Context: an optimization exercise on an open-source flow, tuned for small area and a short achievable clock period. The choices shown serve that exercise and are no tape-out recipe. Function was not checked in any run shown here: the RTL went through the layout flow alone. Power and IR drop assume default switching activity.

==> design.v <==
`timescale 1ns / 1ps
module lab4_2(
  input [1:0] mode,
  input [2:0] n_gasoline_pumps,
  input [2:0] n_diesel_pumps,
  input [3:0] fuel_amount,
  input fuel_type,
  input CLK,
  input rst,
  output [0:5] pump_status,
  output is_gasoline_queue_not_full,
  output is_diesel_queue_not_full,
  output [3:0] n_cars_in_gasoline_queue,
  output [3:0] n_cars_in_diesel_queue,
  output [7:0] total_gasoline_needed,
  output [7:0] total_diesel_needed,
  output reg invalid_gasoline_car,
  output reg invalid_diesel_car,
  output reg invalid_setup_params
);
reg [2:0] gc, ac;
wire [5:0] gm = {gc[2] & gc[1], gc[2] & (gc[1] | gc[0]), gc[2], gc[2] | (gc[1] & gc[0]), gc[2] | gc[1], |gc};
wire [5:0] am = {ac[2] & ac[1], ac[2] & (ac[1] | ac[0]), ac[2], ac[2] | (ac[1] & ac[0]), ac[2] | ac[1], |ac};
reg [3:0] r  [0:5];
reg [3:0] gq [0:7];
reg [3:0] dq [0:7];
reg [3:0] ncg, ncd;
reg [6:0] tg, td;
wire nog = ncg[3] & ncg[2];      
wire nod = ncd[3] & ncd[2];
genvar gi;
generate
  for (gi = 0; gi < 6; gi = gi + 1) begin : g_ps
    assign pump_status[gi] = am[gi] & (r[gi] == 4'd0);
  end
endgenerate
assign is_gasoline_queue_not_full = ~ncg[3];
assign is_diesel_queue_not_full   = ~ncd[3];
assign n_cars_in_gasoline_queue   = ncg;
assign n_cars_in_diesel_queue     = ncd;
assign total_gasoline_needed      = {nog, tg | {7{nog}}};
assign total_diesel_needed        = {nod, td | {7{nod}}};
wire setup  = mode[1];
wire addcmd = ~mode[1] & mode[0];
wire fa_ok  = ~fuel_amount[3] | (fuel_amount[2:0] == 3'd0);
reg [3:0] enc;
always @* begin
  case (fuel_amount)
    4'd0: enc = 4'b0000;
    4'd1: enc = 4'b1000;
    4'd2: enc = 4'b0100;
    4'd3: enc = 4'b0010;
    4'd4: enc = 4'b1001;
    4'd5: enc = 4'b1100;
    4'd6: enc = 4'b0110;
    4'd7: enc = 4'b1011;
    4'd8: enc = 4'b1101;
    default: enc = 4'bxxxx;
  endcase
end
wire add_g  = addcmd & ~fuel_type & fa_ok & ~ncg[3];
wire add_d  = addcmd &  fuel_type & fa_ok & ~ncd[3];
wire flag   = am[0];
wire [2:0] sum3 = n_gasoline_pumps + n_diesel_pumps;
wire [3:0] sum4 = {1'b0, n_gasoline_pumps} + {1'b0, n_diesel_pumps};
wire valid = (sum3 != 3'd0) && (sum3 != 3'd7);
wire g_on  = valid && (n_gasoline_pumps != 3'd0);
wire d_on  = valid && (n_diesel_pumps != 3'd0);
wire [5:0] dm = am & ~gm;
reg  [5:0] free, fg, fd;
reg  [6:0] ohg, ohd;
reg  [5:0] tkg [0:5];      
reg  [5:0] tkd [0:5];
reg  [6:0] pfg, pfd;       
reg  [7:0] eqg, eqd;       
integer a;
always @* begin
  for (a = 0; a < 6; a = a + 1) begin
    free[a] = (r[a] == 4'd0);
    fg[a] = gm[a] & free[a] & ~setup;
    fd[a] = dm[a] & free[a] & ~setup;
  end
  ohg = 7'd1;
  ohd = 7'd1;
  for (a = 0; a < 6; a = a + 1) begin
    tkg[a] = fg[a] ? ohg[5:0] : 6'd0;
    tkd[a] = fd[a] ? ohd[5:0] : 6'd0;
    if (fg[a]) ohg = {ohg[5:0], 1'b0};
    if (fd[a]) ohd = {ohd[5:0], 1'b0};
  end
  pfg = ohg;
  pfd = ohd;
  for (a = 0; a < 8; a = a + 1) begin
    eqg[a] = (ncg == a);
    eqd[a] = (ncd == a);
  end
end
wire [5:0] bg = gm & ~free;
wire [5:0] bd = dm & ~free;
wire [2:0] nbg = bg[0] + bg[1] + bg[2] + bg[3] + bg[4] + bg[5];
wire [2:0] nbd = bd[0] + bd[1] + bd[2] + bd[3] + bd[4] + bd[5];
reg [3:0] gqa [0:7];
reg [3:0] dqa [0:7];
reg [3:0] r_nx  [0:5];
reg [3:0] gq_nx [0:7];
reg [3:0] dq_nx [0:7];
integer b, k;
always @* begin
  for (b = 0; b < 8; b = b + 1) begin
    gqa[b] = gq[b] | ((add_g & eqg[b]) ? enc : 4'd0);
    dqa[b] = dq[b] | ((add_d & eqd[b]) ? enc : 4'd0);
  end
  for (b = 0; b < 6; b = b + 1) begin
    r_nx[b] = setup ? 4'd0 : {r[b][2:0], r[b][3] & r[b][2]};
    for (k = 0; k <= b; k = k + 1) begin
      if (tkg[b][k]) r_nx[b] = r_nx[b] | gqa[k];
      if (tkd[b][k]) r_nx[b] = r_nx[b] | dqa[k];
    end
  end
  for (b = 0; b < 8; b = b + 1) begin
    gq_nx[b] = 4'd0;
    dq_nx[b] = 4'd0;
    for (k = 0; k <= 6; k = k + 1) begin
      if (b + k <= 7) begin
        if (pfg[k] & ~setup) gq_nx[b] = gq_nx[b] | gqa[b + k];
        if (pfd[k] & ~setup) dq_nx[b] = dq_nx[b] | dqa[b + k];
      end
    end
  end
end
reg [2:0] pfg_b, pfd_b;
integer c;
always @* begin
  pfg_b = 3'd0;
  pfd_b = 3'd0;
  for (c = 0; c < 7; c = c + 1) begin
    if (pfg[c]) pfg_b = pfg_b | c;
    if (pfd[c]) pfd_b = pfd_b | c;
  end
end
wire [3:0] ncg_sub = ncg - {1'b0, pfg_b};
wire [3:0] ncd_sub = ncd - {1'b0, pfd_b};
wire neg_g = ncg_sub[3] & ~ncg[3];
wire neg_d = ncd_sub[3] & ~ncd[3];
wire [3:0] ncg_nx = neg_g ? 4'd0 : ncg_sub + add_g;
wire [3:0] ncd_nx = neg_d ? 4'd0 : ncd_sub + add_d;
wire [6:0] tg_nx = tg + {4'b1111, ~nbg} + 7'd1 + (add_g ? fuel_amount : 4'd0);
wire [6:0] td_nx = td + {4'b1111, ~nbd} + 7'd1 + (add_d ? fuel_amount : 4'd0);
integer i;
always @(posedge CLK) begin
  if (rst) begin
    gc <= 3'd0;
    ac <= 3'd0;
    ncg <= 4'hf;
    ncd <= 4'hf;
    tg <= 7'd0;
    td <= 7'd0;
    invalid_gasoline_car <= 1'b0;
    invalid_diesel_car <= 1'b0;
    invalid_setup_params <= 1'b0;
  end else if (setup) begin
    gc <= ~valid ? 3'd0 : (n_gasoline_pumps == 3'd7) ? 3'd6 : n_gasoline_pumps;
    ac <= ~valid ? 3'd0 : (sum4 > 4'd6) ? 3'd6 : sum4[2:0];
    ncg <= g_on ? 4'd0 : 4'hf;
    ncd <= d_on ? 4'd0 : 4'hf;
    tg <= 7'd0;
    td <= 7'd0;
    invalid_gasoline_car <= 1'b0;
    invalid_diesel_car <= 1'b0;
    invalid_setup_params <= ~valid;
  end else begin
    ncg <= ncg_nx;
    ncd <= ncd_nx;
    tg <= tg_nx;
    td <= td_nx;
    invalid_gasoline_car <= flag & addcmd & ~fuel_type & (~fa_ok | ncg[3]);
    invalid_diesel_car   <= flag & addcmd &  fuel_type & (~fa_ok | ncd[3]);
  end
end
always @(posedge CLK) begin
  for (i = 0; i < 6; i = i + 1)
    r[i] <= r_nx[i];
  for (i = 0; i < 8; i = i + 1) begin
    gq[i] <= gq_nx[i];
    dq[i] <= dq_nx[i];
  end
end
endmodule
==> flow/run.sh <==
#!/bin/bash
# Own layout flow: the standard layout (standard.sh) with two changes:
#  1. synthesis maps the logic with Yosys's default ABC script and without
#     the full-adder extraction (flow/synth.tcl; registers are the same as
#     the standard synthesis's);
#  2. ORFS's timing repair aims for a setup slack margin (SETUP_SLACK_MARGIN),
#     so the gates on the input-to-register paths get sized for a short period.
# Each tool's output goes to a log file of its own in this folder.
set -euo pipefail
W=$PWD
MARGIN=$(cat "$W/flow/margin.txt")
make -C "$FLOW_HOME" DESIGN_CONFIG="$W/config.mk" WORK_HOME="$W/orfs" CLKGATE_MAP_FILE= \
  SYNTH_SCRIPT="$W/flow/synth.tcl" ADDER_MAP_FILE= synth > "$W/synth.log" 2>&1
SETUP_SLACK_MARGIN=$MARGIN bash "$W/standard.sh" > "$W/layout.log" 2>&1
==> flow/margin.txt <==
26
==> flow/synth.tcl <==
# The standard synthesis (synth_recipe.tcl), except that ABC maps the logic
# with Yosys's default ABC script instead of ORFS's speed script.
proc synth {args} { yosys synth -nofsm -noshare {*}$args }

proc abc {args} {
  set keep {}
  set skip 0
  foreach a $args {
    if { $skip } { set skip 0; continue }
    if { $a in {-script -constr -D} } { set skip 1; continue }
    lappend keep $a
  }
  puts "abc (default script) $keep"
  yosys abc {*}$keep
}
source $::env(SCRIPTS_DIR)/synth.tcl
# left out here: clear keep_hierarchy, flatten, clean up, hide names made inside functions, write 1_2_yosys.v
==> standard.sh <==
#!/bin/bash
# synth_recipe.tcl (not shown) runs the flow's synth.tcl, then flattens the netlist and writes it again
# the make line also repeats each setting of config.mk as NAME=value (left out here)
make -C /OpenROAD-flow-scripts/flow DESIGN_CONFIG=/design/flow/config.mk WORK_HOME=/design/flow/orfs CLKGATE_MAP_FILE= SYNTH_SCRIPT=/design/flow/synth_recipe.tcl "${@:-finish}"
==> config.mk <==
export PLATFORM = sky130hd
export DESIGN_NAME = lab4_2
export DESIGN_NICKNAME = lab4_2
export VERILOG_FILES = /design/flow/design.v
export SDC_FILE = /design/flow/constraint.sdc
export NUM_CORES = 4
export LEC_CHECK = 0
export CAP_MARGIN = 20
export CORE_MARGIN = 2
export CORE_UTILIZATION = 25
export SLEW_MARGIN = 20
==> constraint.sdc <==
create_clock -name core_clock -period 36.0 [get_ports {CLK}]
set_input_delay 7.2000 -clock core_clock [delete_from_list [all_inputs] [get_ports {CLK}]]
set_output_delay 7.2000 -clock core_clock [all_outputs]
set_load 0.01 [all_outputs]
==> key figures, run 1 <==
Routing
  • Post-route ant nets: 0
  • Final wirelength: 31.6 mm
  • WL/cell: 21.2 microns
  • Initial DRC count: 1000
  • Drt pass-1 iters: 8
  • Vias/cell: 5.98
  • # DRC: 0
  • Via count: 8894

Synthesis
  • Post-Syn Area: 0.00738 sq mm
  • Yosys warns: 11
  • Number of distinct library cells after synthesis: 46
  • Syn nets: 989
  • Sequential share of the synthesized area: 0.323
  • Syn Inst Count: 974
  • Post-synth EDFFs: 0
  • Syn avg cell area: 7.58 sq um
  • Asr flop ratio synth: 0
  • Synthesized flop and latch total: 119
  • Most used DFF post-synth: dfxtp_1

Min path
  • Hold Path Cell Cnt: 1
  • Hold Path Class: reg2reg

Setup path
  • Bufs and invs on worst path: 2
  • Arrival time worst endpoint: 10.25 ns
  • CP max FO: 6
  • Cells on worst reg2reg path: 15
  • Crit. End Element: register
  • Crit path max-delay cell type: maj3_1
  • CP required: 36.34 ns
  • Worst setup path class: in2reg
  • Cell Chain, Critical Path: clkbuf_2 > clkbuf_16 > nor4_4 > maj3_2 > or3_1 > nand2_2 > a21boi_4 > nand2b_4 > a21boi_4 > nand3_2 > maj3_1 > a21oi_1 > o21ai_1 > o31ai_1
  • Critical path depth: 14
  • Nature of the critical path startpoint: primary input
  • Delay-heaviest family, CP: compound AO/OA/AOI/OAI gates
  • Crit-path most repeated cell: a21boi_4
  • Slowest stage delay, CP: 0.43 ns

Timing
  • FMAX: 101 MHz
  • Worst-Margin Slew: 1.16 ns
  • Setup TNS: 0 ns
  • Final clock skew: 0.0150 ns
  • Slew margin rel.: 0.230
  • Endpoints failing setup: 0
  • Final period utilization: 0.275
  • Worst setup margin: 26.08 ns
  • Final-report hold violation count: 0
  • RSZ-0062 raised after global routing: true
  • Fin crit period: 9.92 ns
  • Fin. max-slew vios: 0

Global route
  • Global-route wire length before repair: 47.7 mm
  • Total global-route track usage: 0.198
  • Largest net degree at the start of global routing: 33
  • Initial antenna violation count: 0
  • Vias in the first global route: 8203
  • GRT Residual Overflow: 0

Layout
  • Non-Filler Instances: 1488
  • Synth-to-layout area growth: 34.7%
  • Commonest non-fill, non-tap cell in the layout: o22ai_1
  • Most frequent cells in the layout: o22ai_1 (130), dfxtp_1 (119), nor2_1 (116)
  • Nets@finish: 1107
  • Share of post-route cells with drive strength above 1: 0.152
  • Filler cell count: 3011
  • Antenna diodes: 0

Floorplan
  • Initial Utilization: 0.256
  • Row cnt: 62
  • Die ar.: 0.0309 sq mm
  • Io pins: 50
  • Die X: 176 microns
  • Core area: 0.0289 sq mm
  • Die H: 176 microns

Clock tree
  • Clk pin slew, worst setup/hold paths: 0.06 ns
  • Hold_buf cts: 0
  • Clk buf depth: 2
  • CTS Buf Count: 17
  • Clock latency on the worst-skew pair: 0.43 ns
  • CTS Sinks: 119
  • CTS root buffer: clkbuf_16
  • Htree depth: 4
  • CTS tree: yes

Power
  • Pwr/cell area: 43.9 mW/mm^2
  • Max VDD drop: 0.0000241 V
  • Static Leak: 3.46 nW

Status
  • Status: no timing/DRC/antenna violations

Place
  • Post-placement cell count: 1414
  • Post-Place Setup Slack: 24.38 ns
  • Post-DP HPWL: 21.1 mm
  • # port buffers: 49
  • RePlAce Congestion: 0.979

Flow run
  • MaxCap Viol Count: 0
## area by class of cell
type                            instances  area, sq um  share of cell area
Clock buffer                           18          439              0.0442
Timing Repair Buffer                   95          882              0.0887
Inverter                               11         53.8             0.00541
Clock inverter                         13          218              0.0219
Multi-Input combinational cell        848         5490               0.552
Tap cell                              384          480              0.0483
Sequential cell                       119         2380               0.240
## cells in the mapped netlist, drive strengths merged, types with 2 or more instances
master | instances | area [sq um]
a2111oi | 8 | 70.1
a211oi | 3 | 22.5
a21boi | 7 | 52.6
a21o | 14 | 105
a21oi | 110 | 551
a221o | 3 | 30.0
a22o | 4 | 35.0
a31o | 2 | 17.5
a31oi | 4 | 25.0
a32o | 2 | 20.0
and2 | 11 | 68.8
and3 | 6 | 37.5
buf | 2 | 15.0
clkinv | 11 | 41.3
dfxtp | 119 | 2380
maj3 | 14 | 140
nand2 | 69 | 259
nand2b | 31 | 194
nand3 | 29 | 145
nand4 | 6 | 37.5
nand4bb | 2 | 22.5
nor2 | 124 | 465
nor2b | 7 | 43.8
nor3 | 41 | 205
nor4 | 16 | 100
o211ai | 7 | 52.6
o21a | 5 | 37.5
o21ai | 60 | 300
o221ai | 22 | 193
o22a | 14 | 123
o22ai | 130 | 813
o31ai | 2 | 15.0
or2 | 4 | 25.0
or3 | 29 | 181
or4 | 14 | 105
xnor2 | 20 | 175
xnor3 | 4 | 90.1
xor2 | 9 | 78.8
xor3 | 2 | 47.6
## what timing repair did
| action | in CTS | in global routing |
|---|---|---|
| pin swaps | 9 | 18 |
| endpoints found under the setup margin | 81 | 52 |
| buffers inserted | 24 | 11 |
| cloned | 5 | 3 |
| resized for setup | 62 | 49 |
## stage by stage
step           total power, mW  cell area [sq um]  utilization  hold slack [ns]
2_1_floorplan            0.197               7510            -            0.414
3_3_place_gp             0.232               8530        0.296            0.433
3_5_place_dp             0.233               8540        0.296            0.455
4_1_cts                  0.432               9690        0.336            0.467
5_1_grt                  0.454               9950        0.345            0.506
6_report                 0.437               9950        0.345            0.457
## worst paths after layout
path / from / end / slack (ns)
min reg2reg: tg[6] / tg[6] / 0.46
max: mode[1] / ncd[0] / 26.08
max reg2reg: gc[2] / td[5] / 31.28
min: tg[6] / tg[6] / 0.46
## metal layers
layer / global-route usage / routed length (microns) / part of all wire / vias to the layer above
met4: 0.113 / 1760 / 0.056 / 0
met2: 0.307 / 14100 / 0.45 / 567
li1: - / - / - / 4061
met3: 0.0390 / 2920 / 0.093 / 139
met1: 0.257 / 12800 / 0.41 / 4127
met5: 0 / 0 / 0 / -
## power by group
group | switching, mW | internal (mW) | total, mW
Combinational | 0.0567 | 0.0427 | 0.0994
Sequential | 0.00847 | 0.136 | 0.145
Clock | 0.0673 | 0.125 | 0.193
Total | 0.132 | 0.304 | 0.437
## logic make-up after synthesis
kind of cell               share of synthesized area
AOI/OAI and AO/OA                              0.339
and+or+nand+nor                                0.257
DFF                                            0.323
buffers and inverters                        0.00763
muxes                                        0.00136
adders and majority gates                     0.0190
xor gates and xnor gates                      0.0530
## worst register-to-register path, stage by stage, from the launching register on
cell and delay, ns:
dfxtp_1 0.45, or2_0 0.38, nor3_1 0.50, xnor2_1 0.20, xnor2_1 0.29, xor2_1 0.25
nor3_1 0.08, a31oi_1 0.24, xor3_1 0.50, xnor3_1 0.39, maj3_1 0.39, o21ai_2 0.18
a21boi_1 0.15, maj3_1 0.39, o21ai_0 0.17, a21oi_1 0.06
## registers in the layout, summed over array words and instances, names as in the netlist
name / cells
gq: 32
invalid_diesel_car: 1
ac: 3
gc: 3
r: 24
tg: 7
ncd: 4
invalid_setup_params: 1
invalid_gasoline_car: 1
td: 7
dq: 32
ncg: 4
==> run 2: changes to the inputs <==
==> flow/margin.txt (replaced) <==
20
==> key figures, run 2 <==
Global route
  • Largest net degree at the start of global routing: 33 (unchanged)
  • Global-route wire length before repair: 44.7 mm (-6.3%)
  • Total global-route track usage: 0.183 (-0.0152)
  • Vias in the first global route: 7899 (-3.7%)
  • Initial antenna violation count: 0 (unchanged)
  • GRT Residual Overflow: 0 (unchanged)

Timing
  • Final clock skew: 0.0129 ns (-0.00209 ns)
  • RSZ-0062 raised after global routing: false
  • FMAX: 86.8 MHz (-14%)
  • Final period utilization: 0.320 (+0.0445)
  • Fin crit period: 11.52 ns (+1.60 ns)
  • Endpoints failing setup: 0 (unchanged)
  • Setup TNS: 0 ns (unchanged)
  • Fin Hold WS: 0.451 ns (-0.00622 ns)
  • Worst-Margin Slew: 1.08 ns (-0.0796 ns)
  • Fin. max-slew vios: 0 (unchanged)
  • Final-report hold violation count: 0 (unchanged)
  • Slew margin rel.: 0.277 (+0.0475)
  • Worst setup margin: 24.48 ns (-1.60 ns)

Setup path
  • Arrival time worst endpoint: 11.86 ns (+1.61 ns)
  • Worst setup path class: in2reg
  • Crit. End Element: register
  • CP required: 36.34 ns (about the same)
  • CP max FO: 28 (+22)
  • Nature of the critical path startpoint: primary input

Flow run
  • MaxCap Viol Count: 0 (unchanged)

Routing
  • Via count: 8513 (-4.3%)
  • Final wirelength: 28.7 mm (-9.3%)
  • Drt pass-1 iters: 6 (-2)
  • WL/cell: 19.6 microns (-7.6%)
  • Initial DRC count: 908 (-9.2%)
  • Post-route ant nets: 0 (unchanged)
  • # DRC: 0 (unchanged)
  • Vias/cell: 5.83 (-2.4%)

Layout
  • Nets@finish: 1078 (-2.6%)
  • Top flop regs: dq: 32 flops, gq: 32 flops, r: 24 flops
  • Non-Filler Instances: 1460 (-1.9%)
  • Synth-to-layout area growth: 23.1%
  • Share of post-route cells with drive strength above 1: 0.0548 (-0.0973)
  • Most frequent cells in the layout: o22ai_1 (130), nor2_1 (122), dfxtp_1 (119)
  • Commonest non-fill, non-tap cell in the layout: o22ai_1
  • Antenna diodes: 0 (unchanged)
  • Fin area: 0.00909 sq mm (-8.6%)
  • Final core occ: 0.315 (-0.0296)

Clock tree
  • Htree depth: 4 (unchanged)
  • Clock latency on the worst-skew pair: 0.43 ns (about the same)
  • CTS Sinks: 119 (unchanged)
  • Hold_buf cts: 0 (unchanged)
  • Post-CTS Resized: 0 (-100%)
  • Postcts setup bufs: 0 (-100%)
  • CTS root buffer: clkbuf_16
  • CTS tree: yes
  • Clk buf depth: 2 (unchanged)
  • Clk pin slew, worst setup/hold paths: 0.06 ns (about the same)
  • CTS Buf Count: 17 (unchanged)

Power
  • Static Leak: 3.10 nW (-10%)
  • Total Power: 0.395 mW (-9.6%)
  • Max VDD drop: 0.0000225 V (-6.3%)
  • Pwr/cell area: 43.4 mW/mm^2 (-1.2%)

Floorplan
  • Io pins: 50 (unchanged)
  • Die H: 176 microns (unchanged)
  • Die X: 176 microns (unchanged)
  • Die ar.: 0.0309 sq mm (unchanged)
  • Initial Utilization: 0.256 (unchanged)
  • Row cnt: 62 (unchanged)
  • Core area: 0.0289 sq mm (unchanged)

Place
  • RePlAce Congestion: 1.02 (+4.0%)
  • Post-DP HPWL: 20.8 mm (-1.8%)
  • Placed Area: 0.00852 sq mm (-0.28%)
  • Post-Place Setup Slack: 24.17 ns (-0.212 ns)
  • Post-placement cell count: 1428 (+0.99%)
  • # port buffers: 49 (unchanged)

Synthesis
  • Commonest cells post-synth: o22ai_1 (130), nor2_1 (124), dfxtp_1 (119)
  • Synthesized flop and latch total: 119 (unchanged)
  • Syn nets: 989 (unchanged)
  • Post-synthesis mux area share: 0.00136 (unchanged)
  • Post-synth EDFFs: 0 (unchanged)
  • Top post-synthesis cells by area: dfxtp_1 (32%), o22ai_1 (11%), a21oi_1 (7.5%)
  • Syn Inst Count: 974 (unchanged)
  • Syn avg cell area: 7.58 sq um (unchanged)
  • Synth Area in Compound Gates: 0.339 (unchanged)
  • Post-Syn Area: 0.00738 sq mm (unchanged)
  • Yosys warns: 11 (unchanged)
  • Post-Synth Adder-Cell Area: 0.0190 (unchanged)
  • Simple-Gate Fraction of Synth Area: 0.257 (unchanged)
  • Sequential share of the synthesized area: 0.323 (unchanged)
  • Most used DFF post-synth: dfxtp_1
  • Yosys top cell area share: 0.323 (unchanged)
  • Most frequent cell after synthesis: o22ai_1
  • Yosys top cell by area: dfxtp_1
  • Asr flop ratio synth: 0 (unchanged)
  • Number of distinct library cells after synthesis: 46 (unchanged)
  • Post-Synth XOR/XNOR Area: 0.0530 (unchanged)
  • Largest family of logic cells by synthesized area: compound AO/OA/AOI/OAI gates

Min path
  • Hold Path Class: reg2reg

Status
  • Status: no timing/DRC/antenna violations
[run 2: metal layers]
layer	vias up	GRT usage	wire, microns
li1	3995	-	-
met1	4000	0.234	12100
met2	431	0.287	13100
met3	87	0.0374	2170
met4	0	0.105	1280
met5	-	0	0
[run 2: worst paths after layout]
kind / to / startpoint / cells after the start / slack (ns)
hold reg to reg: tg[6] / tg[6] / 1 / 0.45
setup reg to reg: ncd[0] / r[0][1] / 13 / 30.86
hold / removal: tg[6] / tg[6] / 1 / 0.45
setup / recovery: ncd[0] / mode[1] / 14 / 24.48
[run 2: area by class of cell]
class,instances,area (sq um)
Fill cell,3070,19800
Multi-Input combinational cell,842,4960
Sequential cell,119,2380
Timing Repair Buffer,72,661
Tap cell,384,480
Clock buffer,17,425
Clock inverter,15,140
Inverter,11,41.3
[run 2: power breakdown]
group	switching, mW	internal [mW]
sequential	0.00786	0.136
clock	0.0688	0.0959
combinational	0.0495	0.0363
[run 2: cell families after synthesis]
kind of cell | count (synthesis)
compound gates | 402
xor+xnor | 35
fa+ha+maj | 14
buf+inv | 13
flops | 119
mux | 1
simple gates | 390
[run 2: worst max-delay path, stage by stage]
cell             delay (ns)
clkdlybuf4s50_1        0.40
buf_4                  0.22
nor4_1                 0.88
maj3_1                 0.41
or3_1                  0.21
nand2_1                0.12
nand2_1                0.11
a21o_1                 0.22
o21a_1                 0.73
a31oi_1                0.27
maj3_1                 0.44
a21oi_1                0.20
o21ai_0                0.18
o31ai_1                0.27

[what the ideal ports hide]
How much do the figures lean on ideal ports? The routed layouts below were timed once more, with nothing changed but the port constraints. Step 1: set_driving_cell puts a clkbuf_16 on CLK and a buf_2 on each other input, an assumption about the parent block. Step 2 moves the port delays by t, midway between the first and last clock arrival at a register: inputs arrive t later, outputs are due t later. That takes back most of the time a late clock gives input paths. a / b / c = ideal / step 1 / step 2; a / b = the first two.
run	t (ns)	setup slack, ns	hold WS [ns]	slew at the worst register clock pin (ns)	pins driven straight from the clock port
run 1	0.468	26.084 / 26.107 / 25.640	0.457 / 0.457 / 0.457	0.06 / 0.06	1
run 2	0.470	24.483 / 24.507 / 24.038	0.451 / 0.451 / 0.451	0.07 / 0.07	1
After both steps setup and hold are still met in every run listed. For run 2, which loses most, drivers alone change the setup slack by +0.024 ns; drivers and shift together by -0.445 ns.
